From an optimization exercise on the open Yosys and OpenROAD flow, aimed at small area, a short achievable clock period and few clock cycles per item; shortcuts taken in it are not production practice.
Where RTL was checked, it was by simulation tests only, not by an equivalence proof against the original.
For runs 1 and 2, only the layout was checked, not whether the RTL still works.
Power and IR drop assume default switching activity.

## flow/design.v (module list and top-level ports; edited modules follow where they fit)
// module sse_acc: 108 lines
// module sse_cadd: 29 lines
// module sse_sq_tree: 564 lines
// module SSE: 218 lines
module SSE (
	input  logic        clk,
	input  logic        rst,
	input  logic        in_valid,
	input  logic        in_last,
	input  logic [31:0] A,
	input  logic [31:0] B,
	output logic        in_ready,
	output logic        out_valid,
	output logic [31:0] Y
);
  // ...
==> flow/run.sh <==
#!/bin/bash
# synth_recipe.tcl (not shown) runs the flow's synth.tcl, then flattens the netlist and writes it again
# the make line also repeats each setting of config.mk as NAME=value (left out here)
make -C /OpenROAD-flow-scripts/flow DESIGN_CONFIG=/design/flow/config.mk WORK_HOME=/design/flow/orfs CLKGATE_MAP_FILE= SYNTH_SCRIPT=/design/flow/synth_recipe.tcl finish
==> flow/config.mk <==
export PLATFORM = sky130hd
export DESIGN_NAME = SSE
export DESIGN_NICKNAME = SSE
export VERILOG_FILES = /design/flow/design.v
export SDC_FILE = /design/flow/constraint.sdc
export NUM_CORES = 4
export LEC_CHECK = 0
export CAP_MARGIN = 20
export CORE_MARGIN = 2
export CORE_UTILIZATION = 40
export PLACE_DENSITY = 0.6
export SETUP_SLACK_MARGIN = 5
export SLEW_MARGIN = 20
==> flow/constraint.sdc <==
create_clock -name core_clock -period 10.0 [get_ports {clk}]
set_input_delay 2.0000 -clock core_clock [delete_from_list [all_inputs] [get_ports {clk}]]
set_output_delay 2.0000 -clock core_clock [all_outputs]
set_load 0.01 [all_outputs]
==> impl_metrics.ini, run 1 <==
[finish]
seq-cell-share = 0.229
clock_cell_area_share = 0.0454
top_area_cell_class = multi-input gates
fillers = 8053
stdcell_count = 4992
final_area_um2 = 36800
drive_above_1_share = 0.0671

[pwr]
clock_power_share = 0.128
clk-power_mw = 1.85
p_switching_mw = 7.13

[routing]
met1Wirelength_um = 41000
postRouteAntennaNets = 0
drtIter0Drc = 2083
vias_per_cell = 5.62

[clock_network]
clk_pin_slew_ns = 0.06
cts_tree = done
cts_setup_buffers = 2

[run_status]
outcome = complete, no violations

[synth]
synthTopCellsByArea = dfxtp_1, fa_1, ha_1, mux2i_1, nand2_1
ys.flop_type = dfxtp_1
yosys.cell_count.top_type = dfxtp_1
synth_compound_area_frac = 0.192

[timing]
setup_tns_ns = 0
fin_worst_skew_ns = 0.0276

[global_routing]
grt_max_degree = 43
use_met1 = 0.291

[worst_setup_path]
crit_chain = a221o_2 -> buf_4 -> a222oi_1 -> nand3_1 -> ha_2 -> a21o_1 -> a21oi_4 -> o2111ai_1 -> or3b_4 -> a21boi_2 -> o21ai_2 -> a2111oi_2 -> nor2_2 -> buf_12 -> and3_1 -> a221o_1 -> a221oi_1
r2r_cells = 17

[placed_design]
place_congestion = 0.913
==> module sse_cadd, before the edit <==
module sse_cadd #(parameter int W = 24) (
	input  logic [W-1:0] a,
	input  logic [W-1:0] b,
	output logic [W:0]   s0,
	output logic [W:0]   s1
);
	localparam int L = $clog2(W);
	logic [W-1:0] g [0:L];
	logic [W-1:0] p [0:L];
	assign g[0] = a & b;
	assign p[0] = a ^ b;
	genvar l, i;
	generate
		for (l = 0; l < L; l++) begin : g_lvl
			for (i = 0; i < W; i++) begin : g_bit
				if (i >= (1 << l)) begin : g_op
					assign g[l + 1][i] = g[l][i] | (p[l][i] & g[l][i - (1 << l)]);
					assign p[l + 1][i] = p[l][i] & p[l][i - (1 << l)];
				end
				else begin : g_pass
					assign g[l + 1][i] = g[l][i];
					assign p[l + 1][i] = p[l][i];
				end
			end
		end
	endgenerate
	assign s0 = {g[L][W-1], p[0] ^ {g[L][W-2:0], 1'b0}};
	assign s1 = {g[L][W-1] | p[L][W-1], p[0] ^ {g[L][W-2:0] | p[L][W-2:0], 1'b1}};
endmodule
==> module SSE, before the edit <==
module SSE (
	input  logic        clk,
	input  logic        rst,
	input  logic        in_valid,
	input  logic        in_last,
	input  logic [31:0] A,
	input  logic [31:0] B,
	output logic        in_ready,
	output logic        out_valid,
	output logic [31:0] Y
);
	localparam logic [31:0] NAN = 32'h7f800001;
	logic v0, v1, v2, v3, v4, v5;
	logic l0, l1, l2, l3, l4, l5;
	always_ff @(posedge clk) begin
		if (rst) begin
			in_ready <= 0;
			{v0, v1, v2, v3, v4, v5} <= 0;
		end
		else begin
			in_ready <= 1;
			v0 <= in_valid & in_ready;
			{v1, v2, v3, v4, v5} <= {v0, v1, v2, v3, v4};
		end
		{l0, l1, l2, l3, l4, l5} <= {in_last, l0, l1, l2, l3, l4};
	end
	logic [31:0] a0, b0;
	always_ff @(posedge clk) begin
		a0 <= A;
		b0 <= B;
	end
	logic        sA, sB;
	logic [7:0]  eA, eB;
	logic [22:0] fA, fB;
	assign {sA, eA, fA} = a0;
	assign {sB, eB, fB} = b0;
	logic nanA, nanB, infA, infB, zA, zB;
	assign nanA = (&eA) & (|fA);
	assign nanB = (&eB) & (|fB);
	assign infA = (&eA) & ~(|fA);
	assign infB = (&eB) & ~(|fB);
	assign zA = ~(|eA);
	assign zB = ~(|eB);
	logic        spec1;
	logic [31:0] sval1;
	always_comb begin
		spec1 = 1;
		if (nanA | nanB) sval1 = NAN;
		else if (infA & infB) sval1 = (sA == sB) ? a0 : NAN;
		else if (infA) sval1 = a0;
		else if (infB) sval1 = b0;
		else if (zA & zB) sval1 = 0;
		else if (zA) sval1 = {~sB, b0[30:0]};
		else if (zB) sval1 = a0;
		else begin
			spec1 = 0;
			sval1 = a0;
		end
	end
	logic [8:0]  dAB;
	logic [7:0]  dBA;
	logic        aLess, eEq, fLess, swp;
	logic [7:0]  k;
	logic [23:0] ysrc, ysh;
	assign dAB = {1'b0, eA} - {1'b0, eB};
	assign dBA = eB - eA;
	assign aLess = dAB[8];
	assign eEq = (eA == eB);
	assign fLess = fA < fB;
	assign swp = aLess | (eEq & fLess);
	assign k = aLess ? dBA : dAB[7:0];
	assign ysrc = aLess ? {1'b1, fA} : {1'b1, fB};
	assign ysh = (k > 8'd23) ? 24'd0 : (ysrc >> k[4:0]);
	logic [22:0] x1;
	logic [23:0] y1;
	logic [7:0]  e1;
	logic        s1, sub1;
	always_ff @(posedge clk) begin
		if (spec1) begin
			x1 <= sval1[22:0];
			y1 <= 0;
			e1 <= sval1[30:23];
			s1 <= sval1[31];
			sub1 <= 0;
		end
		else begin
			x1 <= swp ? fB : fA;
			y1 <= (eEq & fLess) ? {1'b1, fA} : ysh;
			e1 <= aLess ? eB : eA;
			s1 <= (sA == sB) ? (swp ^ sA) : sA;
			sub1 <= (sA == sB);
		end
	end
	logic [24:0] sum2;
	assign sum2 = {1'b0, 1'b1, x1} + {1'b0, sub1 ? ~y1 : y1} + {24'd0, sub1};
	logic [24:0] r2;
	logic [7:0]  e2;
	logic        s2, sub2;
	always_ff @(posedge clk) begin
		r2 <= {sum2[24] & ~sub1, sum2[23:0]};
		e2 <= e1;
		s2 <= s1;
		sub2 <= sub1;
	end
	logic [24:0] inc3;
	assign inc3 = r2 + 25'd1;
	logic [31:0] zx;
	logic [7:0]  nz1;
	logic [15:0] nc1;
	logic [3:0]  nz2;
	logic [11:0] nc2;
	logic [1:0]  nz3;
	logic [7:0]  nc3;
	logic [4:0]  lz;
	assign zx = {r2[23:0], 8'hff};
	genvar gi;
	generate
		for (gi = 0; gi < 8; gi++) begin : g_l1
			logic [3:0] q;
			assign q = zx[4 * gi +: 4];
			assign nz1[gi] = |q;
			assign nc1[2 * gi +: 2] = q[3] ? 2'd0 : q[2] ? 2'd1 : q[1] ? 2'd2 : 2'd3;
		end
		for (gi = 0; gi < 4; gi++) begin : g_l2
			assign nz2[gi] = nz1[2 * gi + 1] | nz1[2 * gi];
			assign nc2[3 * gi +: 3] = nz1[2 * gi + 1] ? {1'b0, nc1[4 * gi + 2 +: 2]} : {1'b1, nc1[4 * gi +: 2]};
		end
		for (gi = 0; gi < 2; gi++) begin : g_l3
			assign nz3[gi] = nz2[2 * gi + 1] | nz2[2 * gi];
			assign nc3[4 * gi +: 4] = nz2[2 * gi + 1] ? {1'b0, nc2[6 * gi + 3 +: 3]} : {1'b1, nc2[6 * gi +: 3]};
		end
	endgenerate
	assign lz = nz3[1] ? {1'b0, nc3[7:4]} : {1'b1, nc3[3:0]};
	logic [23:0] n1;
	assign n1 = r2[23:0] << lz;
	logic        s3;
	logic [7:0]  e3;
	logic [4:0]  lz3;
	logic [22:0] f3;
	always_ff @(posedge clk) begin
		if (sub2) begin
			if (r2[23:0] == 0) begin
				s3 <= 0;
				e3 <= 0;
				lz3 <= 0;
			end
			else begin
				s3 <= s2;
				e3 <= e2;
				lz3 <= lz;
			end
			f3 <= n1[22:0];
		end
		else begin
			s3 <= s2;
			e3 <= r2[24] ? e2 + 8'd1 : e2;
			lz3 <= 0;
			f3 <= r2[24] ? inc3[23:1] : r2[22:0];
		end
	end
	logic        sd;
	logic [7:0]  ed;
	logic [22:0] fd;
	assign sd = s3;
	assign ed = e3 - {3'd0, lz3};
	assign fd = f3;
	logic [9:0] ex4;
	assign ex4 = {1'b0, ed, 1'b0} - 10'd127;
	logic [47:0] q0, q1;
	sse_sq_tree sq (.f(fd), .r0(q0), .r1(q1));
	logic spec4, ssp4, esp4, nsp4;
	always_comb begin
		spec4 = 1;
		ssp4 = 0;
		esp4 = 1;
		nsp4 = 0;
		if ((&ed) & (|fd)) nsp4 = 1;
		else if (&ed) ssp4 = sd;
		else if (~(|ed)) esp4 = 0;
		else if (~ex4[9] & (ex4[8:0] > 9'd254)) ;
		else if (ex4[9] | (ex4 == 0)) esp4 = 0;
		else spec4 = 0;
	end
	logic [47:0] r40, r41;
	logic [7:0]  e4;
	logic        spec5i, ssp5i, esp5i, nsp5i;
	always_ff @(posedge clk) begin
		r40 <= q0;
		r41 <= q1;
		e4 <= ex4[7:0];
		spec5i <= spec4;
		ssp5i <= ssp4;
		esp5i <= esp4;
		nsp5i <= nsp4;
	end
	logic [47:0] P;
	logic [24:0] U;
	logic [25:0] R;
	assign P = r40 + r41;
	assign U = P[47:23];
	assign R = {1'b0, U} + 26'd1;
	logic [31:0] p5;
	always_comb begin
		if (spec5i) p5 = {ssp5i, {8{esp5i}}, 22'd0, nsp5i};
		else if (U[24]) begin
			if (R[25]) p5 = {1'b0, e4 + 8'd2, 23'd0};
			else p5 = {1'b0, e4 + 8'd1, R[23:1]};
		end
		else p5 = {1'b0, e4, U[22:0]};
	end
	logic [31:0] p1;
	always_ff @(posedge clk) p1 <= p5;
	sse_acc acc (
		.clk(clk), .rst(rst),
		.p1(p1), .v5(v5), .l5(l5),
		.out_valid(out_valid), .Y(Y)
	);
endmodule
==> run 2, diff against run 1 <==
--- a/flow/design.v
+++ b/flow/design.v
@@ -106,13 +106,12 @@
 	end
 	assign Y = acc;
 endmodule
-module sse_cadd #(parameter int W = 24) (
+module sse_cadd #(parameter int W = 24, parameter int L = 5) (
 	input  logic [W-1:0] a,
 	input  logic [W-1:0] b,
 	output logic [W:0]   s0,
 	output logic [W:0]   s1
 );
-	localparam int L = $clog2(W);
 	logic [W-1:0] g [0:L];
 	logic [W-1:0] p [0:L];
 	assign g[0] = a & b;
@@ -135,6 +134,54 @@
 	assign s0 = {g[L][W-1], p[0] ^ {g[L][W-2:0], 1'b0}};
 	assign s1 = {g[L][W-1] | p[L][W-1], p[0] ^ {g[L][W-2:0] | p[L][W-2:0], 1'b1}};
 endmodule
+module sse_add #(parameter int W = 24, parameter int L = 5) (
+	input  logic [W-1:0] a,
+	input  logic [W-1:0] b,
+	input  logic         ci,
+	output logic [W:0]   s
+);
+	logic [W:0] g [0:L];
+	logic [W:0] p [0:L];
+	assign g[0] = {a & b, ci};
+	assign p[0] = {a ^ b, 1'b0};
+	genvar l, i;
+	generate
+		for (l = 0; l < L; l++) begin : g_lvl
+			for (i = 0; i <= W; i++) begin : g_bit
+				if ((i >> l) & 1) begin : g_op
+					assign g[l + 1][i] = g[l][i] | (p[l][i] & g[l][((i >> l) << l) - 1]);
+					assign p[l + 1][i] = p[l][i] & p[l][((i >> l) << l) - 1];
+				end
+				else begin : g_pass
+					assign g[l + 1][i] = g[l][i];
+					assign p[l + 1][i] = p[l][i];
+				end
+			end
+		end
+	endgenerate
+	assign s = {g[L][W], p[0][W:1] ^ g[L][W-1:0]};
+endmodule
+module sse_inc #(parameter int W = 24, parameter int L = 5) (
+	input  logic [W-1:0] a,
+	output logic [W:0]   s
+);
+	logic [W-1:0] p [0:L];
+	assign p[0] = a;
+	genvar l, i;
+	generate
+		for (l = 0; l < L; l++) begin : g_lvl
+			for (i = 0; i < W; i++) begin : g_bit
+				if ((i >> l) & 1) begin : g_op
+					assign p[l + 1][i] = p[l][i] & p[l][((i >> l) << l) - 1];
+				end
+				else begin : g_pass
+					assign p[l + 1][i] = p[l][i];
+				end
+			end
+		end
+	endgenerate
+	assign s = {p[L][W-1], a ^ {p[L][W-2:0], 1'b1}};
+endmodule
 module sse_sq_tree (
 	input  logic [22:0] f,
 	output logic [47:0] r0,
@@ -793,7 +840,7 @@
 		end
 	end
 	logic [24:0] sum2;
-	assign sum2 = {1'b0, 1'b1, x1} + {1'b0, sub1 ? ~y1 : y1} + {24'd0, sub1};
+	sse_add #(.W(24), .L(5)) add1 (.a({1'b1, x1}), .b(sub1 ? ~y1 : y1), .ci(sub1), .s(sum2));
 	logic [24:0] r2;
 	logic [7:0]  e2;
 	logic        s2, sub2;
@@ -804,7 +851,9 @@
 		sub2 <= sub1;
 	end
 	logic [24:0] inc3;
-	assign inc3 = r2 + 25'd1;
+	logic [25:0] inc3x;
+	assign inc3 = inc3x[24:0];
+	sse_inc #(.W(25), .L(5)) inc1 (.a(r2), .s(inc3x));
 	logic [31:0] zx;
 	logic [7:0]  nz1;
 	logic [15:0] nc1;
@@ -897,9 +946,11 @@
 	logic [47:0] P;
 	logic [24:0] U;
 	logic [25:0] R;
-	assign P = r40 + r41;
+	logic [48:0] Px;
+	sse_add #(.W(48), .L(6)) add2 (.a(r40), .b(r41), .ci(1'b0), .s(Px));
+	assign P = Px[47:0];
 	assign U = P[47:23];
-	assign R = {1'b0, U} + 26'd1;
+	sse_inc #(.W(25), .L(5)) inc2 (.a(U), .s(R));
 	logic [31:0] p5;
 	always_comb begin
 		if (spec5i) p5 = {ssp5i, {8{esp5i}}, 22'd0, nsp5i};
==> run 2 against run 1 <==
Still clean. Critical path depth down 1. Design area down 1.4%. Sequential share of layout area up 0.33 points. Combinational power down 3.6%. Hold slack better by 0.012 ns. Clock power down 2%. Synthesized cell count down 2.5%. Routed wire length down 2.7%. Critical path type unchanged. Highest routed layer unchanged.
==> impl_metrics.ini, run 2 <==
[run_status]
outcome = complete, no violations

[finish]
final_common_cell = dfxtp_1
final_cell_mix = dfxtp_1, inv_1, nand2_1, nor2_1, fa_1
fin_nets = 4288
syn_to_final_growth_pct = 12.5
diodes = 0
stdcell_count = 4905
fillers = 7920
drive_above_1_share = 0.0697

[worst_setup_path]
r2r-end = acc.acc[21]
slowest_delay_ns = 0.57
startpoint = acc.acc[15]
cp.buffers_inverters = 0
cp_max_fo = 5
cpMaxStageDelayCell = or4_4
r2r_cells = 16
start_kind = register
criticalPathCategory = register to register
crit_chain = a221o_2 -> a22o_1 -> or4_4 -> ha_2 -> fa_2 -> a21o_1 -> a211oi_2 -> o21ai_2 -> a221o_1 -> a2111o_1 -> a31oi_4 -> nor2b_1 -> o21a_1 -> o41ai_2 -> xnor2_1 -> o221ai_1
worstPathArrival_ns = 5.30
crit_required_ns = 10.47
endpoint_kind = register
ff2ff_setup_slack_ns = 5.17
cp_top_family = compound AO/OA/AOI/OAI gates
rr_startpoint = acc.acc[15]

[timing]
fin_worst_skew_ns = 0.0286
maxSlewViolCount = 0
whs_ns = 0.323
period_needed_ns = 4.83
setup_tns_ns = 0
setup_viol = 0
finalHoldViolCount = 0
worstMarginPinSlew_ns = 1.03
rsz0062_at_grt = yes
period_share = 0.483
max_freq_ghz = 0.207
relSlewSlack = 0.311

[clock_network]
htreeDepth = 2
numCtsBuffers = 49
cts_tree = done
clock_sinks = 420
clk_pin_slew_ns = 0.06
root_buffer = clkbuf_16
clockBufferDepth = 3
cts_hold_buffers = 0
clock_latency_ns = 0.61

[pwr]
ir_drop_mv = 0.238
p_leak_nw = 16.2
p_per_area_nw_per_um2 = 386
totalPowerFinal_mw = 14.0

[floorplan]
core-area_um2 = 80200
fp.dieArea_um2 = 82900
rows = 104
pin_count = 102
die_h_um = 288
start_util = 0.402
die_w_um = 288

[synth]
avgSynthCellArea_um2 = 8.48
yosys.cell_count.top_type = dfxtp_1
synth-async-reset-ratio = 0
ys.flop_type = dfxtp_1
syn_nets = 4286
yosysSeqAreaShare = 0.261
synth_edf_count = 0
syn_inst = 3806
synth_seq_cells = 420
synth_commonest_cells = dfxtp_1, inv_1, nand2_1
synthesis.area_um2 = 32300
ys_warn_count = 13
yosysTopAreaCellShare = 0.261
yosysTopAreaCell = dfxtp_1
synth_cell_types = 82
synthTopCellsByArea = dfxtp_1, fa_1, ha_1, mux2i_1, inv_1

[placed_design]
dp_hpwl_um = 67700
dp_cells = 4798
place_congestion = 0.933
io_buffers = 101

[global_routing]
grt_pass1_wl_um = 145000
grt_pass1_vias = 26600
grt_max_degree = 41
overflow = 0
grt.total_usage = 0.217
antenna_found_initial = 1

[routing]
wl_per_cell_um = 18.5
drc = 0
drtIter0Drc = 2195
postRouteAntennaNets = 0
vias = 27200
routed_wl_um = 90700
vias_per_cell = 5.54
dr.pass1.iters = 8

[worst_hold_path]
hold_path.startpoint = l5
hp-class = register to register
whs_endpoint = acc.l6
holdPathStages = 0

[flow_run]
maxCapViolCount = 0
==> run 2: changes by cell type after synthesis, moves of 11 or more <==
cell       previous run  this run
buf_2                12         1
nand2_1             359       378
o22ai_1              26        37
nand4_1              46        35
nor2_1              269       237
a22o_1               34        57
a21o_1               72        57
inv_1               353       385
nor2b_1              28        39
o2bb2ai_1            14         0
a21oi_1             228       201
and2_1              177       159
==> run 2: repair_timing <==
| item | in CTS | in global routing |
|---|---|---|
| endpoints found under the setup margin | 109 | 94 |
| hold endpoints to repair | 0 | 0 |
| pin swaps | 7 | 14 |
| gates cloned | 1 | 1 |
| gates resized for setup | 35 | 38 |
| setup buffers | 4 | 13 |
==> run 2: cell type report <==
type	instances	area, um^2	share of cell area
Clock inverter	23	269	0.00741
Multi-Input combinational cell	2772	21800	0.602
Timing Repair Buffer	173	1600	0.0440
Clock buffer	65	1370	0.0377
Tap cell	1060	1330	0.0365
Inverter	392	1470	0.0405
Sequential cell	420	8420	0.232
==> run 2: per-layer routing <==
layer | vias up | share of wire | global-route usage
met1 | 13000 | 0.45 | 0.294
met5 | - | 0 | 0
met3 | 159 | 0.057 | 0.0258
met4 | 0 | 0.027 | 0.0639
met2 | 922 | 0.47 | 0.363
li1 | 13100 | - | -
==> run 2: cells by family (layout without fill, tap and decap cells) <==
kind of cell / count (synthesis) / in the layout / share of synthesized area
xor gates and xnor gates: 164 / 164 / 0.0445
AOI/OAI and AO/OA: 857 / 857 / 0.180
and+or+nand+nor: 1134 / 1135 / 0.169
buffers and inverters: 615 / 653 / 0.0722
DFF: 420 / 420 / 0.261
adders and majority gates: 412 / 412 / 0.208
muxes: 204 / 204 / 0.0665
==> run 2: metrics by stage <==
stage,instance area (um^2),worst slack (ns),util
2_1_floorplan,32300,4.91,-
3_3_place_gp,34200,4.36,0.427
3_5_place_dp,34200,4.23,0.427
4_1_cts,36000,5.01,0.450
5_1_grt,36300,4.91,0.453
6_report,36300,5.17,0.453
==> run 2: worst max-delay path by stage <==
| stage | to | slack, ns | cells past startpoint |
|---|---|---|---|
| CTS | acc.acc[21] | 5.01 | 17 |
| floorplan | acc.yp[19] | 4.91 | 18 |
| finish | acc.acc[21] | 5.17 | 16 |
| detailed placement | acc.shH[1] | 4.23 | 17 |
| global route | acc.yp[7] | 4.91 | 20 |
| global placement | acc.shH[1] | 4.36 | 17 |
==> run 2: power by group <==
| part | internal [mW] | switching, mW |
|---|---|---|
| combinational | 3.77 | 5.64 |
| sequential | 2.33 | 0.475 |
| clock | 1.05 | 0.763 |
| total | 7.14 | 6.88 |
==> module sse_acc, before the edit <==
module sse_acc (
	input  logic        clk,
	input  logic        rst,
	input  logic [31:0] p1,
	input  logic        v5,
	input  logic        l5,
	output logic        out_valid,
	output logic [31:0] Y
);
	localparam logic [31:0] NAN = 32'h7f800001;
	logic [31:0] acc;
	logic        ps;
	logic [7:0]  pe;
	logic        pNaN, pInf;   
	logic        v6, l6, fresh;
	logic [23:0] yp;
	logic [3:0]  shH;    
	logic [7:0]  shL;    
	logic        selP;
	logic        as;
	logic [7:0]  ae;
	logic [22:0] af;
	assign {as, ae, af} = acc;
	logic aNaN, aInf, aZ, pZ;
	assign aNaN = (&ae) & (|af);
	assign aInf = (&ae) & ~(|af);
	assign aZ = fresh | ~(|ae);
	assign pZ = ~(|pe);
	logic normal;
	assign normal = ~aZ & ~aNaN & ~aInf & ~pNaN & ~pInf & ~pZ;
	logic [23:0] ya;
	logic [24:0] S, S1;
	logic        ovf;
	logic [7:0]  E, E1;
	logic [23:0] ma, yh;
	assign ma = {1'b1, af};
	always_comb begin
		for (int i = 0; i < 24; i++) begin
			yh[i] = (shH[0] & ma[i]) | (shH[1] & (i + 8 < 24 ? ma[(i + 8) % 24] : 1'b0))
				| (shH[2] & (i + 16 < 24 ? ma[(i + 16) % 24] : 1'b0));
			ya[i] = 0;
			for (int j = 0; j < 8; j++)
				if (i + j < 24) ya[i] = ya[i] | (shL[j] & yh[i + j]);
		end
	end
	sse_cadd #(.W(24)) add (.a(ya), .b(yp), .s0(S), .s1(S1));
	assign ovf = S[24];
	assign E = selP ? pe : ae;
	assign E1 = E + 8'd1;
	logic [31:0] nres, pval, res;
	logic        selN, selA, selP2, selNaN;
	assign nres = ovf ? {as, E1, S1[23:1]} : {as, E, S[22:0]};
	assign pval = {ps, pe, aZ ? yp[22:0] : 23'd0};
	assign selN = v6 & normal;
	assign selNaN = v6 & (aZ ? pNaN : (aNaN | pNaN | (aInf & pInf & (as != ps))));
	assign selA = ~v6 | (~aZ & ~aNaN & ~pNaN & (aInf ? (~pInf | (as == ps)) : (~pInf & pZ)));
	assign selP2 = v6 & (aZ ? (~pNaN & ~pZ) : (~aNaN & ~pNaN & ~aInf & pInf));
	assign res = ({32{selN}} & nres) | ({32{selA}} & acc) | ({32{selP2}} & pval) | ({32{selNaN}} & NAN);
	logic [7:0]  e1n;
	logic [23:0] m1n, yp0, yp1;
	logic [8:0]  dP0, dA0;
	logic [4:0]  shA0, shA1, shA;
	logic        sel0, sel1, inc;
	assign e1n = p1[30:23];
	assign m1n = {1'b1, p1[22:0]};
	assign inc = v6 & ~aZ & ~pZ & ovf;
	logic       ebP;
	logic [8:0] dPa, dPp, dAa, dAp;
	assign ebP = v6 & (aZ | selP);
	assign dPa = {1'b0, ae} - {1'b0, e1n};
	assign dPp = {1'b0, pe} - {1'b0, e1n};
	assign dAa = {1'b0, e1n} - {1'b0, ae};
	assign dAp = {1'b0, e1n} - {1'b0, pe};
	assign dP0 = ebP ? dPp : dPa;
	assign dA0 = ebP ? dAp : dAa;
	assign sel0 = dP0[8];
	assign sel1 = sel0 & (dA0 != 9'd1);
	assign yp0 = sel0 ? m1n : (dP0[7:0] > 8'd23) ? 24'd0 : (m1n >> dP0[4:0]);
	assign yp1 = sel0 ? m1n : {1'b0, yp0[23:1]};
	assign shA0 = ~sel0 ? 5'd0 : (dA0[7:0] > 8'd23) ? 5'd24 : dA0[4:0];
	assign shA1 = ~sel1 ? 5'd0 : (dA0[7:0] > 8'd24) ? 5'd24 : (dA0[4:0] - 5'd1);
	assign shA = inc ? shA1 : shA0;
	logic azn;
	assign azn = v6 ? (l6 | (aZ & pZ)) : aZ;
	always_ff @(posedge clk) begin
		ps <= p1[31];
		pe <= p1[30:23];
		pNaN <= (&p1[30:23]) & (|p1[22:0]);
		pInf <= (&p1[30:23]) & ~(|p1[22:0]);
		l6 <= l5;
		acc <= res;
		selP <= inc ? sel1 : sel0;
		shH <= {1'b0, shA[4:3] == 2'd2, shA[4:3] == 2'd1, shA[4:3] == 2'd0};
		for (int j = 0; j < 8; j++) shL[j] <= (shA[2:0] == j);
		yp <= azn ? m1n : inc ? yp1 : yp0;
		if (rst) begin
			v6 <= 0;
			fresh <= 1;
			out_valid <= 0;
		end
		else begin
			v6 <= v5;
			if (v6) fresh <= l6;
			out_valid <= v6 & l6;
		end
	end
	assign Y = acc;
endmodule
==> run 3, diff against run 2 <==
--- a/flow/design.v
+++ b/flow/design.v
@@ -1,7 +1,9 @@
 module sse_acc (
 	input  logic        clk,
 	input  logic        rst,
-	input  logic [31:0] p1,
+	input  logic        ps1,
+	input  logic [7:0]  pe1,
+	input  logic [24:0] pu1,
 	input  logic        v5,
 	input  logic        l5,
 	output logic        out_valid,
@@ -9,10 +11,10 @@
 );
 	localparam logic [31:0] NAN = 32'h7f800001;
 	logic [31:0] acc;
+	logic        v6, l6, fresh;
 	logic        ps;
 	logic [7:0]  pe;
 	logic        pNaN, pInf;   
-	logic        v6, l6, fresh;
 	logic [23:0] yp;
 	logic [3:0]  shH;    
 	logic [7:0]  shL;    
@@ -43,7 +45,7 @@
 				if (i + j < 24) ya[i] = ya[i] | (shL[j] & yh[i + j]);
 		end
 	end
-	sse_cadd #(.W(24)) add (.a(ya), .b(yp), .s0(S), .s1(S1));
+	sse_cadd #(.W(24), .L(5)) add (.a(ya), .b(yp), .s0(S), .s1(S1));
 	assign ovf = S[24];
 	assign E = selP ? pe : ae;
 	assign E1 = E + 8'd1;
@@ -56,14 +58,18 @@
 	assign selA = ~v6 | (~aZ & ~aNaN & ~pNaN & (aInf ? (~pInf | (as == ps)) : (~pInf & pZ)));
 	assign selP2 = v6 & (aZ ? (~pNaN & ~pZ) : (~aNaN & ~pNaN & ~aInf & pInf));
 	assign res = ({32{selN}} & nres) | ({32{selA}} & acc) | ({32{selP2}} & pval) | ({32{selNaN}} & NAN);
+	logic [25:0] pinc;
+	logic [22:0] f1n;
+	logic [23:0] m1n;
 	logic [7:0]  e1n;
-	logic [23:0] m1n, yp0, yp1;
+	sse_inc #(.W(25), .L(5)) inc1 (.a(pu1), .s(pinc));
+	assign f1n = pu1[24] ? pinc[23:1] : pu1[22:0];
+	assign m1n = {1'b1, f1n};
+	assign e1n = pe1;
+	logic [23:0] yp0, yp1;
 	logic [8:0]  dP0, dA0;
-	logic [4:0]  shA0, shA1, shA;
+	logic [4:0]  shA0, shA1;
 	logic        sel0, sel1, inc;
-	assign e1n = p1[30:23];
-	assign m1n = {1'b1, p1[22:0]};
-	assign inc = v6 & ~aZ & ~pZ & ovf;
 	logic       ebP;
 	logic [8:0] dPa, dPp, dAa, dAp;
 	assign ebP = v6 & (aZ | selP);
@@ -73,26 +79,38 @@
 	assign dAp = {1'b0, e1n} - {1'b0, pe};
 	assign dP0 = ebP ? dPp : dPa;
 	assign dA0 = ebP ? dAp : dAa;
+	assign inc = v6 & ~aZ & ~pZ & ovf;
 	assign sel0 = dP0[8];
 	assign sel1 = sel0 & (dA0 != 9'd1);
 	assign yp0 = sel0 ? m1n : (dP0[7:0] > 8'd23) ? 24'd0 : (m1n >> dP0[4:0]);
 	assign yp1 = sel0 ? m1n : {1'b0, yp0[23:1]};
 	assign shA0 = ~sel0 ? 5'd0 : (dA0[7:0] > 8'd23) ? 5'd24 : dA0[4:0];
 	assign shA1 = ~sel1 ? 5'd0 : (dA0[7:0] > 8'd24) ? 5'd24 : (dA0[4:0] - 5'd1);
-	assign shA = inc ? shA1 : shA0;
 	logic azn;
 	assign azn = v6 ? (l6 | (aZ & pZ)) : aZ;
+	logic [23:0] ypc0, ypc1;
+	logic [3:0]  shH0, shH1;
+	logic [7:0]  shL0, shL1;
+	assign ypc0 = azn ? m1n : yp0;
+	assign ypc1 = azn ? m1n : yp1;
+	assign shH0 = {1'b0, shA0[4:3] == 2'd2, shA0[4:3] == 2'd1, shA0[4:3] == 2'd0};
+	assign shH1 = {1'b0, shA1[4:3] == 2'd2, shA1[4:3] == 2'd1, shA1[4:3] == 2'd0};
+	always_comb
+		for (int j = 0; j < 8; j++) begin
+			shL0[j] = (shA0[2:0] == j);
+			shL1[j] = (shA1[2:0] == j);
+		end
 	always_ff @(posedge clk) begin
-		ps <= p1[31];
-		pe <= p1[30:23];
-		pNaN <= (&p1[30:23]) & (|p1[22:0]);
-		pInf <= (&p1[30:23]) & ~(|p1[22:0]);
+		ps <= ps1;
+		pe <= e1n;
+		pNaN <= (&e1n) & (|f1n);
+		pInf <= (&e1n) & ~(|f1n);
 		l6 <= l5;
 		acc <= res;
 		selP <= inc ? sel1 : sel0;
-		shH <= {1'b0, shA[4:3] == 2'd2, shA[4:3] == 2'd1, shA[4:3] == 2'd0};
-		for (int j = 0; j < 8; j++) shL[j] <= (shA[2:0] == j);
-		yp <= azn ? m1n : inc ? yp1 : yp0;
+		shH <= inc ? shH1 : shH0;
+		shL <= inc ? shL1 : shL0;
+		yp <= inc ? ypc1 : ypc0;
 		if (rst) begin
 			v6 <= 0;
 			fresh <= 1;
@@ -113,26 +131,28 @@
 	output logic [W:0]   s1
 );
 	logic [W-1:0] g [0:L];
-	logic [W-1:0] p [0:L];
+	logic [W-1:0] t [0:L];
+	logic [W-1:0] h;
 	assign g[0] = a & b;
-	assign p[0] = a ^ b;
+	assign t[0] = a | b;
+	assign h = a ^ b;
 	genvar l, i;
 	generate
 		for (l = 0; l < L; l++) begin : g_lvl
 			for (i = 0; i < W; i++) begin : g_bit
 				if (i >= (1 << l)) begin : g_op
-					assign g[l + 1][i] = g[l][i] | (p[l][i] & g[l][i - (1 << l)]);
-					assign p[l + 1][i] = p[l][i] & p[l][i - (1 << l)];
+					assign g[l + 1][i] = g[l][i] | (t[l][i] & g[l][i - (1 << l)]);
+					assign t[l + 1][i] = t[l][i] & t[l][i - (1 << l)];
 				end
 				else begin : g_pass
 					assign g[l + 1][i] = g[l][i];
-					assign p[l + 1][i] = p[l][i];
+					assign t[l + 1][i] = t[l][i];
 				end
 			end
 		end
 	endgenerate
-	assign s0 = {g[L][W-1], p[0] ^ {g[L][W-2:0], 1'b0}};
-	assign s1 = {g[L][W-1] | p[L][W-1], p[0] ^ {g[L][W-2:0] | p[L][W-2:0], 1'b1}};
+	assign s0 = {g[L][W-1], h ^ {g[L][W-2:0], 1'b0}};
+	assign s1 = {g[L][W-1] | t[L][W-1], h ^ {g[L][W-2:0] | t[L][W-2:0], 1'b1}};
 endmodule
 module sse_add #(parameter int W = 24, parameter int L = 5) (
 	input  logic [W-1:0] a,
@@ -758,30 +778,25 @@
 	output logic [31:0] Y
 );
 	localparam logic [31:0] NAN = 32'h7f800001;
-	logic v0, v1, v2, v3, v4, v5;
-	logic l0, l1, l2, l3, l4, l5;
+	logic v0, v2, v3, v4, v5;
+	logic l0, l2, l3, l4, l5;
 	always_ff @(posedge clk) begin
 		if (rst) begin
 			in_ready <= 0;
-			{v0, v1, v2, v3, v4, v5} <= 0;
+			{v0, v2, v3, v4, v5} <= 0;
 		end
 		else begin
 			in_ready <= 1;
 			v0 <= in_valid & in_ready;
-			{v1, v2, v3, v4, v5} <= {v0, v1, v2, v3, v4};
+			{v2, v3, v4, v5} <= {v0, v2, v3, v4};
 		end
-		{l0, l1, l2, l3, l4, l5} <= {in_last, l0, l1, l2, l3, l4};
-	end
-	logic [31:0] a0, b0;
-	always_ff @(posedge clk) begin
-		a0 <= A;
-		b0 <= B;
+		{l0, l2, l3, l4, l5} <= {in_last, l0, l2, l3, l4};
 	end
 	logic        sA, sB;
 	logic [7:0]  eA, eB;
 	logic [22:0] fA, fB;
-	assign {sA, eA, fA} = a0;
-	assign {sB, eB, fB} = b0;
+	assign {sA, eA, fA} = A;
+	assign {sB, eB, fB} = B;
 	logic nanA, nanB, infA, infB, zA, zB;
 	assign nanA = (&eA) & (|fA);
 	assign nanB = (&eB) & (|fB);
@@ -789,27 +804,26 @@
 	assign infB = (&eB) & ~(|fB);
 	assign zA = ~(|eA);
 	assign zB = ~(|eB);
-	logic        spec1;
-	logic [31:0] sval1;
+	logic        spec;
+	logic [31:0] sval;
 	always_comb begin
-		spec1 = 1;
-		if (nanA | nanB) sval1 = NAN;
-		else if (infA & infB) sval1 = (sA == sB) ? a0 : NAN;
-		else if (infA) sval1 = a0;
-		else if (infB) sval1 = b0;
-		else if (zA & zB) sval1 = 0;
-		else if (zA) sval1 = {~sB, b0[30:0]};
-		else if (zB) sval1 = a0;
+		spec = 1;
+		if (nanA | nanB) sval = NAN;
+		else if (infA & infB) sval = (sA == sB) ? A : NAN;
+		else if (infA) sval = A;
+		else if (infB) sval = B;
+		else if (zA & zB) sval = 0;
+		else if (zA) sval = {~sB, B[30:0]};
+		else if (zB) sval = A;
 		else begin
-			spec1 = 0;
-			sval1 = a0;
+			spec = 0;
+			sval = A;
 		end
 	end
 	logic [8:0]  dAB;
 	logic [7:0]  dBA;
 	logic        aLess, eEq, fLess, swp;
 	logic [7:0]  k;
-	logic [23:0] ysrc, ysh;
 	assign dAB = {1'b0, eA} - {1'b0, eB};
 	assign dBA = eB - eA;
 	assign aLess = dAB[8];
@@ -817,38 +831,39 @@
 	assign fLess = fA < fB;
 	assign swp = aLess | (eEq & fLess);
 	assign k = aLess ? dBA : dAB[7:0];
-	assign ysrc = aLess ? {1'b1, fA} : {1'b1, fB};
-	assign ysh = (k > 8'd23) ? 24'd0 : (ysrc >> k[4:0]);
-	logic [22:0] x1;
-	logic [23:0] y1;
-	logic [7:0]  e1;
-	logic        s1, sub1;
+	logic [22:0] x0, y0;
+	logic [4:0]  k0;
+	logic [7:0]  e0;
+	logic        s0, sub0;
 	always_ff @(posedge clk) begin
-		if (spec1) begin
-			x1 <= sval1[22:0];
-			y1 <= 0;
-			e1 <= sval1[30:23];
-			s1 <= sval1[31];
-			sub1 <= 0;
+		y0 <= swp ? fA : fB;
+		if (spec) begin
+			x0 <= sval[22:0];
+			k0 <= 5'd24;
+			e0 <= sval[30:23];
+			s0 <= sval[31];
+			sub0 <= 0;
 		end
 		else begin
-			x1 <= swp ? fB : fA;
-			y1 <= (eEq & fLess) ? {1'b1, fA} : ysh;
-			e1 <= aLess ? eB : eA;
-			s1 <= (sA == sB) ? (swp ^ sA) : sA;
-			sub1 <= (sA == sB);
+			x0 <= swp ? fB : fA;
+			k0 <= (k > 8'd23) ? 5'd24 : k[4:0];
+			e0 <= aLess ? eB : eA;
+			s0 <= (sA == sB) ? (swp ^ sA) : sA;
+			sub0 <= (sA == sB);
 		end
 	end
+	logic [23:0] y1;
+	assign y1 = {1'b1, y0} >> k0;
 	logic [24:0] sum2;
-	sse_add #(.W(24), .L(5)) add1 (.a({1'b1, x1}), .b(sub1 ? ~y1 : y1), .ci(sub1), .s(sum2));
+	sse_add #(.W(24), .L(5)) add1 (.a({1'b1, x0}), .b(sub0 ? ~y1 : y1), .ci(sub0), .s(sum2));
 	logic [24:0] r2;
 	logic [7:0]  e2;
 	logic        s2, sub2;
 	always_ff @(posedge clk) begin
-		r2 <= {sum2[24] & ~sub1, sum2[23:0]};
-		e2 <= e1;
-		s2 <= s1;
-		sub2 <= sub1;
+		r2 <= {sum2[24] & ~sub0, sum2[23:0]};
+		e2 <= e0;
+		s2 <= s0;
+		sub2 <= sub0;
 	end
 	logic [24:0] inc3;
 	logic [25:0] inc3x;
@@ -944,27 +959,37 @@
 		nsp5i <= nsp4;
 	end
 	logic [47:0] P;
-	logic [24:0] U;
-	logic [25:0] R;
 	logic [48:0] Px;
+	logic [24:0] U;
 	sse_add #(.W(48), .L(6)) add2 (.a(r40), .b(r41), .ci(1'b0), .s(Px));
 	assign P = Px[47:0];
 	assign U = P[47:23];
-	sse_inc #(.W(25), .L(5)) inc2 (.a(U), .s(R));
-	logic [31:0] p5;
+	logic        ps5;
+	logic [7:0]  pe5;
+	logic [24:0] pu5;
 	always_comb begin
-		if (spec5i) p5 = {ssp5i, {8{esp5i}}, 22'd0, nsp5i};
-		else if (U[24]) begin
-			if (R[25]) p5 = {1'b0, e4 + 8'd2, 23'd0};
-			else p5 = {1'b0, e4 + 8'd1, R[23:1]};
+		if (spec5i) begin
+			ps5 = ssp5i;
+			pe5 = {8{esp5i}};
+			pu5 = {24'd0, nsp5i};
 		end
-		else p5 = {1'b0, e4, U[22:0]};
+		else begin
+			ps5 = 0;
+			pe5 = U[24] ? ((&U) ? e4 + 8'd2 : e4 + 8'd1) : e4;
+			pu5 = U;
+		end
+	end
+	logic        ps1;
+	logic [7:0]  pe1;
+	logic [24:0] pu1;
+	always_ff @(posedge clk) begin
+		ps1 <= ps5;
+		pe1 <= pe5;
+		pu1 <= pu5;
 	end
-	logic [31:0] p1;
-	always_ff @(posedge clk) p1 <= p5;
 	sse_acc acc (
 		.clk(clk), .rst(rst),
-		.p1(p1), .v5(v5), .l5(l5),
+		.ps1(ps1), .pe1(pe1), .pu1(pu1), .v5(v5), .l5(l5),
 		.out_valid(out_valid), .Y(Y)
 	);
 endmodule
==> run 3 against run 2 <==
Non-clock buffer count shrank 12. Clock-buffer cell count fell by 10. Critical endpoint is now acc.shL[2]. Utilization about the same. Global-route usage grew 0.39 points. Largest power group unchanged. Via count rose by 1.8%. Die area shrank 0.68%. Critical path type unchanged. Still clean on timing, DRC and antenna.
==> impl_metrics.ini, run 3 <==
[pwr]
ir_drop_mv = 0.312
p_per_area_nw_per_um2 = 400
p_leak_nw = 15.6

[timing]
max_freq_ghz = 0.206
worstMarginPinSlew_ns = 1.10
rsz0062_at_grt = yes
period_needed_ns = 4.84
period_share = 0.484
setup_viol = 0
maxSlewViolCount = 0
setup_tns_ns = 0
finalHoldViolCount = 0
fin_worst_skew_ns = 0.0197
relSlewSlack = 0.265

[global_routing]
grt_max_degree = 58
overflow = 0
antenna_found_initial = 0
grt_pass1_vias = 26700
grt.total_usage = 0.221
grt_pass1_wl_um = 148000

[clock_network]
clock_sinks = 360
root_buffer = clkbuf_16
numCtsBuffers = 43
cts_tree = done
clock_latency_ns = 0.58
cts_hold_buffers = 0
clk_pin_slew_ns = 0.06
htreeDepth = 2
clockBufferDepth = 3

[synth]
synthTopCellsByArea = dfxtp_1, fa_1, ha_1, inv_1, mux2i_1
synth_edf_count = 0
yosysSeqAreaShare = 0.225
yosysTopAreaCellShare = 0.225
yosys.cell_count.top_type = inv_1
ys_warn_count = 13
synth_commonest_cells = inv_1, dfxtp_1, nor2_1
synth_cell_types = 100
synth-async-reset-ratio = 0
synthesis.area_um2 = 32000
ys.flop_type = dfxtp_1
synth_seq_cells = 360
syn_inst = 3901
avgSynthCellArea_um2 = 8.21
syn_nets = 4404
yosysTopAreaCell = dfxtp_1

[finish]
syn_to_final_growth_pct = 11.8
final_cell_mix = inv_1, dfxtp_1, nor2_1, nand2_1, ha_1
multi_input_area_um2 = 22500
drive_above_1_share = 0.0715
diodes = 0
utilization = 0.453
fin_nets = 4385
fillers = 7871
final_common_cell = inv_1
final-seq-area_um2 = 7230

[routing]
postRouteAntennaNets = 0
wl_per_cell_um = 18.6
dr.pass1.iters = 6
drc = 0
vias = 27700
vias_per_cell = 5.57
routed_wl_um = 92400
drtIter0Drc = 2103

[worst_setup_path]
rr_startpoint = acc.shL[1]
ff2ff_setup_slack_ns = 5.16
cpMaxStageDelayCell = dfxtp_1
cp.buffers_inverters = 2
cp_top_family = simple AND/OR/NAND/NOR gates
crit_top_cell = or3_1
cp_max_fo = 54
r2r_cells = 16
r2r-end = acc.shL[2]
criticalPathCategory = register to register
endpoint_kind = register
start_kind = register
startpoint = acc.shL[1]
worstPathArrival_ns = 5.31
crit_required_ns = 10.47
crit_chain = a22oi_1 -> nand2_1 -> or3_1 -> inv_1 -> ha_1 -> or3_1 -> or3_1 -> a221oi_2 -> o2111ai_1 -> nand3_1 -> a31o_2 -> buf_8 -> or4b_4 -> o22ai_2 -> a22oi_2 -> nor2b_1
slowest_delay_ns = 0.95

[flow_run]
maxCapViolCount = 0

[worst_hold_path]
holdPathStages = 0
hp-class = register to register
hold_path.startpoint = l0
whs_endpoint = l2

[placed_design]
place_congestion = 0.932
dp_hpwl_um = 69600
io_buffers = 101

[floorplan]
die_w_um = 287
start_util = 0.405
pin_count = 102
fp.dieArea_um2 = 82400
die_h_um = 287
core-area_um2 = 79100
rows = 103

[run_status]
outcome = complete, no violations
==> run 3: cell families (layout without fill, tap and decap cells) <==
kind of cell / count (synthesis) / count (layout) / synth area share
simple gates: 1176 / 1176 / 0.180
compound gates: 914 / 914 / 0.191
buf+inv: 674 / 689 / 0.0813
fa+ha+maj: 435 / 435 / 0.218
flops: 360 / 360 / 0.225
mux: 174 / 174 / 0.0587
xor+xnor: 168 / 168 / 0.0459
==> run 3: per-stage QoR <==
step	instances	hold slack (ns)	worst slack (ns)	total power [mW]	instance area (um^2)
3_5_place_dp	4874	0.312	3.99	12.6	33800
2_1_floorplan	3901	0.310	5.07	9.70	32000
5_1_grt	4966	0.332	4.98	16.1	35800
4_1_cts	4955	0.326	5.01	14.4	35500
6_report	4966	0.325	5.16	14.3	35800
3_3_place_gp	4874	0.312	4.01	12.5	33800
==> run 3: what timing repair did <==
action / in CTS / in global routing
pin swaps: 3 / 9
gates resized for setup: 32 / 68
cloned: 0 / 2
setup endpoints to repair: 68 / 65
setup buffers: 2 / 8
==> run 3: routing by layer <==
metal | track usage | vias up | part of all wire
li1 | - | 13400 | -
met1 | 0.297 | 13400 | 0.45
met2 | 0.376 | 778 | 0.48
met3 | 0.0248 | 133 | 0.052
met4 | 0.0590 | 0 | 0.023
met5 | 0 | - | 0
==> run 3: worst max-delay path by stage <==
stage                             to  slack [ns]  cells after the start
final                     acc.shL[2]        5.16                     16
after CTS                 acc.yp[12]        5.01                     18
after global routing           k0[1]        4.98                     14
after global placement        x0[12]        4.01                     16
after floorplan               r2[24]        5.07                     21
after detailed placement      x0[21]        3.99                     16
==> run 3: layout make-up <==
type / instances / share of cell area
Multi-Input combinational cell: 2867 / 0.629
Sequential cell: 360 / 0.202
Inverter: 449 / 0.0472
Timing Repair Buffer: 161 / 0.0434
Tap cell: 1050 / 0.0367
Clock buffer: 55 / 0.0335
Clock inverter: 24 / 0.00831
==> run 3: where the power goes <==
part	internal, mW	total [mW]	switching, mW
clock network	0.966	1.64	0.671
registers	2.13	2.76	0.634
logic	4.01	9.92	5.91
total	7.10	14.3	7.22
Testbench counts of run 3, summed over its fixed seeds: cycles 8,146, items 8,082.
==> run 4, diff against run 3 <==
==> flow/flow/run.sh (new file) <==
#!/bin/bash
set -euo pipefail
bash standard.sh SETUP_SLACK_MARGIN=6.0 finish > standard.log 2>&1
==> flow/standard.sh (new file) <==
#!/bin/bash
# synth_recipe.tcl (not shown) runs the flow's synth.tcl, then flattens the netlist and writes it again
# the make line also repeats each setting of config.mk as NAME=value (left out here)
make -C /OpenROAD-flow-scripts/flow DESIGN_CONFIG=/design/flow/config.mk WORK_HOME=/design/flow/orfs CLKGATE_MAP_FILE= SYNTH_SCRIPT=/design/flow/synth_recipe.tcl "${@:-finish}"
removed: flow/run.sh
==> run 4 against run 3 <==
First-iteration DRC count shrank 13%. Design area is 11% higher. Area after synthesis did not move. Sequential cell count unchanged. Maximum frequency is 9.3% higher. Synthesized cell count stayed put. Critical path type unchanged.
==> impl_metrics.ini, run 4 <==
[run_status]
outcome = complete, no violations

[finish]
drive_above_1_share = 0.193
final_area_um2 = 39900
final_cell_mix = inv_1, dfxtp_1, nor2_1, nand2_1, ha_1
final_common_cell = inv_1
syn_to_final_growth_pct = 24.7
diodes = 0
utilization = 0.505
fin_nets = 4569

[global_routing]
grt_pass1_vias = 28100
grt_max_degree = 55
grt_pass1_wl_um = 155000
antenna_found_initial = 1
grt.total_usage = 0.232
overflow = 0

[synth]
syn_inst = 3901
synth_compound_area_frac = 0.191
yosysSeqAreaShare = 0.225
ys_warn_count = 13
synthesis.area_um2 = 32000
synth_simple_gate_area_frac = 0.180
synthTopCellsByArea = dfxtp_1, fa_1, ha_1, inv_1, mux2i_1
syn_nets = 4404
synth_commonest_cells = inv_1, dfxtp_1, nor2_1
synth_edf_count = 0
synth_cell_types = 100
yosysTopAreaCellShare = 0.225
avgSynthCellArea_um2 = 8.21
synth_top_family_by_area = adder cells
synth_fa_ha_area_frac = 0.218
ys.flop_type = dfxtp_1
muxShareOfSynthArea = 0.0587
yosysTopAreaCell = dfxtp_1
yosys.cell_count.top_type = inv_1
synth_seq_cells = 360
yosys.area_share.xor_xnor = 0.0459
synth-async-reset-ratio = 0

[timing]
finalHoldViolCount = 0
maxSlewViolCount = 0
worstMarginPinSlew_ns = 1.33
period_share = 0.443
period_needed_ns = 4.43
setup_tns_ns = 0
setup_viol = 0
relSlewSlack = 0.107
max_freq_ghz = 0.226
fin_ws_ns = 5.57
rsz0062_at_grt = yes
fin_worst_skew_ns = 0.0217

[worst_setup_path]
start_kind = register
cp.buffers_inverters = 2
cp_top_family = compound AO/OA/AOI/OAI gates
worstPathArrival_ns = 4.96
crit_top_cell = nor4_2
crit_chain = ha_1 -> a41o_1 -> a211o_1 -> a221o_1 -> a22oi_2 -> a211oi_2 -> buf_4 -> o21ai_4 -> inv_2 -> fa_1 -> xnor2_2 -> nor4_2 -> nand3_1 -> a2111oi_2 -> nand4b_1 -> nor4_2 -> nand4_1 -> nand2_1
endpoint_kind = register
slowest_delay_ns = 0.41
cpMaxStageDelayCell = a221o_1
criticalPathCategory = register to register
crit_required_ns = 10.53
cp_max_fo = 2

[clock_network]
clock_latency_ns = 0.60
clockBufferDepth = 3
root_buffer = clkbuf_16
cts_tree = done
clock_sinks = 360
htreeDepth = 2
numCtsBuffers = 45
clk_pin_slew_ns = 0.06

[floorplan]
fp.dieArea_um2 = 82400
core-area_um2 = 79100
rows = 103
start_util = 0.405
die_w_um = 287
die_h_um = 287
pin_count = 102

[routing]
dr.pass1.iters = 7
vias_per_cell = 5.62
wl_per_cell_um = 19.3
drc = 0
drtIter0Drc = 1835
vias = 28900
postRouteAntennaNets = 0
routed_wl_um = 99600

[pwr]
ir_drop_mv = 0.356
p_per_area_nw_per_um2 = 384
p_leak_nw = 17.2

[placed_design]
io_buffers = 101
dp_hpwl_um = 69400
place_area_um2 = 34100
place_congestion = 0.935
preCtsSetupSlack_ns = 3.58

[flow_run]
maxCapViolCount = 0

[worst_hold_path]
hp-class = register to register
## run 4: cell counts after synthesis
Identical to the previous run, type by type.
## run 4: final cells by class
cell class / count / area (um^2)
clock buffer: 59 / 1280
clock inverter: 22 / 355
fill: 7457 / 39200
inverter: 449 / 1720
multi-input combinational: 2873 / 24500
sequential: 360 / 7300
tap: 1050 / 1310
timing repair buffer: 337 / 3510
## run 4: layer usage
metal  up-vias  wire length [um]  track usage
met5         -                13            0
met3       191              5400       0.0267
met4         2              2990       0.0686
met1     14100             43200        0.307
met2       915             47900        0.397
li1      13800                 -            -
## run 4: worst paths after layout
kind | start | end | slack, ns | depth (start not counted)
worst min register to register | l4 | l5 | 0.33 | 0
worst max register to register | add2.b[4] | pe1[0] | 5.57 | 18
worst max-delay path | add2.b[4] | pe1[0] | 5.57 | 18
worst min-delay path | l4 | l5 | 0.33 | 0
## run 4: repair_timing
item,4_1_cts,5_1_grt
hold endpoints to repair,0,0
gates cloned,11,11
endpoints found under the setup margin,167,153
setup buffers,112,63
hold buffers,0,0
pin swaps,149,155
resized for setup,389,341
## run 4: per-stage QoR
stage	cells	power [mW]	hold slack, ns
2_1_floorplan	3901	9.76	0.310
3_3_place_gp	4871	12.5	0.315
3_5_place_dp	4871	12.5	0.314
4_1_cts	5075	14.9	0.328
5_1_grt	5150	17.0	0.332
6_report	5150	15.4	0.327
## run 4: worst reg2reg max path, stage by stage, from the launching register on
cell	delay, ns
dfxtp_1	0.30
ha_1	0.28
a41o_1	0.19
a211o_1	0.27
a221o_1	0.41
a22oi_2	0.21
a211oi_2	0.12
buf_4	0.19
o21ai_4	0.15
inv_2	0.05
fa_1	0.40
xnor2_2	0.18
nor4_2	0.29
nand3_1	0.12
a2111oi_2	0.24
nand4b_1	0.24
nor4_2	0.28
nand4_1	0.30
nand2_1	0.16
## run 4: logic make-up after synthesis
logic type / count (synthesis)
AO/OA/AOI/OAI: 914
XOR/XNOR: 168
adder cells (fa/ha/maj): 435
buffers and inverters: 674
flip-flops: 360
multiplexers: 174
AND/OR/NAND/NOR: 1176
## run 4: where the power goes
part           switching (mW)  internal (mW)
logic                    6.27           4.50
registers               0.658           2.14
clock network           0.699           1.09
total                    7.63           7.73
==> run 5, diff against run 4 <==
==> flow/flow/run.sh (replaced) <==
#!/bin/bash
set -euo pipefail
bash standard.sh SETUP_SLACK_MARGIN=6.3 finish > standard.log 2>&1
==> run 5 against run 4 <==
Highest routed layer is now met4. Via count up 2.2%. Critical endpoint unchanged. Non-clock buffer count up 41. Combinational power about the same. Register-to-register slack better by 0.09 ns. Power up 1.0%. Routed wire length up 2.9%.
==> impl_metrics.ini, run 5 <==
[synth]
yosysTopAreaCellShare = 0.225
yosysTopAreaCell = dfxtp_1
ys_warn_count = 13
synth_seq_cells = 360
yosysSeqAreaShare = 0.225
synth_edf_count = 0
synth_cell_types = 100
yosys.cell_count.top_type = inv_1
synth-async-reset-ratio = 0
syn_nets = 4404
synth_commonest_cells = inv_1, dfxtp_1, nor2_1
synthTopCellsByArea = dfxtp_1, fa_1, ha_1, inv_1, mux2i_1
syn_inst = 3901
avgSynthCellArea_um2 = 8.21
synthesis.area_um2 = 32000
ys.flop_type = dfxtp_1

[timing]
max_freq_ghz = 0.230
worstMarginPinSlew_ns = 1.18
period_needed_ns = 4.34
rsz0062_at_grt = yes
period_share = 0.434
finalHoldViolCount = 0
maxSlewViolCount = 0
whs_ns = 0.322
relSlewSlack = 0.212
fin_worst_skew_ns = 0.0238
setup_viol = 0
setup_tns_ns = 0

[routing]
postRouteAntennaNets = 0
vias_per_cell = 5.70
dr.pass1.iters = 7
routed_wl_um = 102000
drc = 0
drtIter0Drc = 2224
vias = 29600
wl_per_cell_um = 19.7

[floorplan]
die_h_um = 287
die_w_um = 287
fp.dieArea_um2 = 82400
core-area_um2 = 79100
rows = 103
start_util = 0.405
pin_count = 102

[worst_setup_path]
criticalPathCategory = register to register
worstPathArrival_ns = 4.87
endpoint_kind = register
crit_required_ns = 10.53
cp_max_fo = 2
start_kind = register

[clock_network]
clock_latency_ns = 0.60
htreeDepth = 2
clockBufferDepth = 3
numCtsBuffers = 45
cts_hold_buffers = 0
cts_tree = done
clk_pin_slew_ns = 0.06
clock_sinks = 360
root_buffer = clkbuf_16

[finish]
syn_to_final_growth_pct = 26.9
fin_nets = 4611
final_cell_mix = inv_1, dfxtp_1, nor2_1, nand2_1, ha_1
fillers = 7268
drive_above_1_share = 0.213
diodes = 0
final_common_cell = inv_1

[pwr]
p_per_area_nw_per_um2 = 382
totalPowerFinal_mw = 15.5
p_leak_nw = 17.7
ir_drop_mv = 0.338

[placed_design]
place_congestion = 0.959
io_buffers = 101
dp_hpwl_um = 69400

[global_routing]
grt_pass1_vias = 28700
overflow = 0
antenna_found_initial = 0
grt_pass1_wl_um = 160000
grt.total_usage = 0.240
grt_max_degree = 55

[flow_run]
maxCapViolCount = 0

[worst_hold_path]
hp-class = register to register

[run_status]
outcome = complete, no violations
==> run 5: cell counts after synthesis <==
No cell type changed its count.
==> run 5: area by class of cell <==
class	count	area (um^2)	share of cell area
clock buffer	57	1220	0.0300
clock inverter	24	294	0.00723
inverter	449	1740	0.0429
multi-input combinational	2873	24800	0.611
sequential	360	7320	0.180
tap	1050	1310	0.0323
timing repair buffer	378	3930	0.0966
timing repair inverter	1	5.00	0.000123
==> run 5: path summary, 6_finish.rpt <==
check        cells past startpoint      start  endpoint  slack [ns]
max                             18  add2.b[4]    pe1[0]        5.66
min                              0         l3        l4        0.32
max reg2reg                     18  add2.b[4]    pe1[0]        5.66
min reg2reg                      0         l3        l4        0.32
==> run 5: metal layers <==
metal / share of wire / GRT usage / wire length, um
met1: 0.42 / 0.319 / 43400
met2: 0.48 / 0.402 / 48700
met3: 0.067 / 0.0337 / 6910
met4: 0.033 / 0.0764 / 3370
met5: 0 / 0 / 0
==> run 5: repair_timing <==
| action | CTS | global route |
|---|---|---|
| gates resized for setup | 507 | 239 |
| setup buffers | 152 | 63 |
| cloned | 21 | 4 |
| setup endpoints to repair | 205 | 173 |
| pin swaps | 165 | 131 |
==> run 5: power breakdown <==
part	internal [mW]	switching [mW]
clock	0.979	0.691
sequential	2.14	0.671
combinational	4.63	6.40
==> run 5: metrics by stage <==
stage / setup WS [ns] / util / area [um^2] / std cells
floorplan: 5.49 / - / 32800 / 3901
global placement: 4.01 / 0.433 / 34300 / 4871
detailed placement: 4.01 / 0.433 / 34300 / 4871
CTS: 5.39 / 0.494 / 39100 / 5125
global route: 5.48 / 0.514 / 40700 / 5192
finish: 5.66 / 0.514 / 40700 / 5192
==> run 5: critical path: stages, from the launching register on <==
cell and delay, ns:
dfxtp_1 0.30, ha_1 0.28, a41o_1 0.18, a211o_1 0.26
a221o_1 0.39, a22oi_2 0.21, a211oi_2 0.12, buf_4 0.17
o21ai_4 0.13, inv_2 0.05, fa_2 0.58, nand3_2 0.09
nor4_2 0.17, nand3_1 0.16, a2111oi_4 0.31, nand4b_1 0.23
nor4_2 0.24, nand4_1 0.26, nand2_1 0.11
==> run 5: kinds of logic after synthesis <==
kind of cell	after synthesis	synth area share
xor gates and xnor gates	168	0.0459
AOI/OAI and AO/OA	914	0.191
DFF	360	0.225
adders and majority gates	435	0.218
buffers and inverters	674	0.0813
muxes	174	0.0587
and+or+nand+nor	1176	0.180
==> run 6, diff against run 5 <==
==> flow/flow/run.sh (replaced) <==
#!/bin/bash
set -euo pipefail
bash standard.sh SETUP_SLACK_MARGIN=5.6 finish > standard.log 2>&1
==> run 6 against run 5 <==
Combinational power shrank 6%. Clock-buffer cell count grew 1. Global-route usage shrank 1.3 points. Non-clock buffer count shrank 156. Clock power grew 8%. Sequential power is essentially flat. Sequential cell count is the same. Still clean on timing, DRC and antenna. Critical endpoint unchanged.
==> impl_metrics.ini, run 6 <==
[routing]
dr.pass1.iters = 6
vias_per_cell = 5.64
vias = 28400
wl_per_cell_um = 19.0
postRouteAntennaNets = 0
drtIter0Drc = 2222
drc = 0
routed_wl_um = 95700

[timing]
fin_worst_skew_ns = 0.0243
worstMarginPinSlew_ns = 1.17
period_needed_ns = 4.38
maxSlewViolCount = 0
rsz0062_at_grt = yes
relSlewSlack = 0.201
finalHoldViolCount = 0
period_share = 0.438
setup_viol = 0
max_freq_ghz = 0.228
whs_ns = 0.324
setup_tns_ns = 0

[pwr]
ir_drop_mv = 0.293
p_leak_nw = 16.4
p_per_area_nw_per_um2 = 397

[synth]
avgSynthCellArea_um2 = 8.21
synth_commonest_cells = inv_1, dfxtp_1, nor2_1
synthesis.area_um2 = 32000
yosys.cell_count.top_type = inv_1
syn_nets = 4404
synth_seq_cells = 360
syn_inst = 3901
yosysSeqAreaShare = 0.225
synth-async-reset-ratio = 0
yosysTopAreaCell = dfxtp_1
ys.flop_type = dfxtp_1
synth_edf_count = 0
yosysTopAreaCellShare = 0.225
synthTopCellsByArea = dfxtp_1, fa_1, ha_1, inv_1, mux2i_1
ys_warn_count = 13
synth_cell_types = 100

[clock_network]
clockBufferDepth = 3
clock_latency_ns = 0.60
htreeDepth = 2
clock_sinks = 360
cts_tree = done
cts_hold_buffers = 0
numCtsBuffers = 45
root_buffer = clkbuf_16
clk_pin_slew_ns = 0.06

[finish]
drive_above_1_share = 0.115
multi_input_area_um2 = 23200
final_cell_mix = inv_1, dfxtp_1, nor2_1, nand2_1, ha_1
fillers = 7690
final_common_cell = inv_1
fin_nets = 4450
final-seq-area_um2 = 7280
syn_to_final_growth_pct = 16.7

[worst_setup_path]
ff2ff_setup_slack_ns = 5.62
criticalPathCategory = register to register
r2r_cells = 18
crit_required_ns = 10.53
rr_startpoint = add2.b[4]
r2r-end = pe1[0]
start_kind = register
cp_max_fo = 2
endpoint_kind = register
worstPathArrival_ns = 4.91

[floorplan]
start_util = 0.405
rows = 103
pin_count = 102
die_h_um = 287
die_w_um = 287
fp.dieArea_um2 = 82400
core-area_um2 = 79100

[global_routing]
grt.total_usage = 0.227
grt_pass1_wl_um = 152000
antenna_found_initial = 1
overflow = 0
grt_pass1_vias = 27300
grt_max_degree = 55

[worst_hold_path]
hold_path.startpoint = l5
whs_endpoint = acc.l6
holdPathStages = 0
hp-class = register to register

[placed_design]
io_buffers = 101
dp_hpwl_um = 68900
place_congestion = 0.958

[flow_run]
maxCapViolCount = 0

[run_status]
outcome = complete, no violations
==> run 6: final cells by class <==
cell class / count / area share
well taps: 1050 / 0.0351
diodes: 1 / 0.0000669
multi-input cells: 2869 / 0.621
clock inverters: 22 / 0.0102
flip-flops and latches: 360 / 0.195
inverters: 449 / 0.0458
clock buffers: 58 / 0.0333
repair buffers: 222 / 0.0597
==> run 6: worst max path at each step <==
| stage | startpoint | end | slack, ns | depth (start not counted) |
|---|---|---|---|---|
| floorplan | A[23] | k0[3] | 5.49 | 14 |
| global placement | A[23] | x0[20] | 4.04 | 14 |
| detailed placement | A[23] | x0[6] | 3.97 | 14 |
| CTS | add2.b[4] | pe1[0] | 5.39 | 18 |
| global route | add2.b[4] | pe1[0] | 5.43 | 18 |
| finish | add2.b[4] | pe1[0] | 5.62 | 18 |
==> run 6: stage by stage <==
stage	std cells	utilization	setup slack, ns	instance area [um^2]	power, mW
3_3_place_gp	4868	0.428	4.04	33900	12.5
4_1_cts	4997	0.463	5.39	36600	14.7
5_1_grt	5030	0.473	5.43	37400	16.5
6_report	5031	0.473	5.62	37400	14.9
3_5_place_dp	4868	0.428	3.97	33900	12.6
2_1_floorplan	3901	-	5.49	32100	9.71
==> run 6: kinds of logic (layout without fill, tap and decap cells) <==
| group | count (synthesis) | in the layout | share of synthesized area |
|---|---|---|---|
| other | 0 | 1 | 0 |
| muxes | 174 | 174 | 0.0587 |
| AOI/OAI and AO/OA | 914 | 916 | 0.191 |
| DFF | 360 | 360 | 0.225 |
| adders and majority gates | 435 | 435 | 0.218 |
| xor gates and xnor gates | 168 | 168 | 0.0459 |
| buffers and inverters | 674 | 751 | 0.0813 |
| and+or+nand+nor | 1176 | 1176 | 0.180 |
==> run 6: critical path, stage by stage, from the launching register on <==
cell and delay [ns]:
dfxtp_2 0.33, ha_4 0.22, a41o_1 0.17, a211o_1 0.27, a221o_1 0.38, a22oi_2 0.25
a211oi_2 0.12, buf_4 0.18, o21ai_4 0.16, inv_2 0.05, fa_2 0.35, xnor2_2 0.18
nor4_4 0.28, nand3_1 0.11, a2111oi_2 0.32, nand4b_1 0.27, nor4_4 0.26, nand4_1 0.29
nand2_1 0.12
==> run 6: routing by layer <==
metal	track usage	wire length, um	up-vias
met4	0.0671	2580	0
met3	0.0255	5250	146
met2	0.382	45500	905
met1	0.307	42300	13800
met5	0	0	-
li1	-	-	13500
==> run 6: repair_timing <==
action / in CTS / in global routing
gates resized for setup: 179 / 118
pin swaps: 47 / 65
gates cloned: 7 / 2
endpoints found under the setup margin: 140 / 116
buffers inserted: 42 / 31
==> run 6: power by group <==
part	internal, mW	total, mW	switching, mW	leakage [nW]
Sequential	2.13	2.79	0.653	3.02
Clock	1.10	1.80	0.700	0.794
Combinational	4.24	10.3	6.04	12.6
Total	7.47	14.9	7.39	16.4

## re-timing with driven ports
Ports are ideal in the flow. The routed layouts listed here were re-timed in OpenROAD.
Step 1 sets driving cells, clkbuf_16 on the clock port and buf_2 on the other inputs (assumed; they add their load-dependent delay and slew).
Step 2, shift: input delay + t, output delay - t, t = (earliest + latest rising clock arrival at the registers) / 2. This alone moves slack from input paths to output paths.
a / b / c = ideal / step 1 / step 2; a / b = the first two.
run | t, ns | setup WS [ns] | worst setup path after step 2 | slew at the worst register clock pin (ns)
run 1 | 0.671 | 5.211 / 5.211 / 5.211 | register to register | 0.07 / 0.07
run 2 | 0.663 | 5.168 / 5.168 / 5.168 | register to register | 0.06 / 0.06
run 3 | 0.637 | 5.157 / 5.157 / 4.576 | input to register | 0.06 / 0.06
run 4 | 0.654 | 5.568 / 5.568 / 5.067 | input to register | 0.07 / 0.07
run 5 | 0.654 | 5.660 / 5.660 / 5.126 | input to register | 0.07 / 0.07
run 6 | 0.651 | 5.615 / 5.615 / 5.066 | input to register | 0.07 / 0.07
After both steps every run listed still meets setup and hold. The setup slack of run 3, which loses most, moves by 0.000 ns with the drivers and by -0.581 ns with both steps.
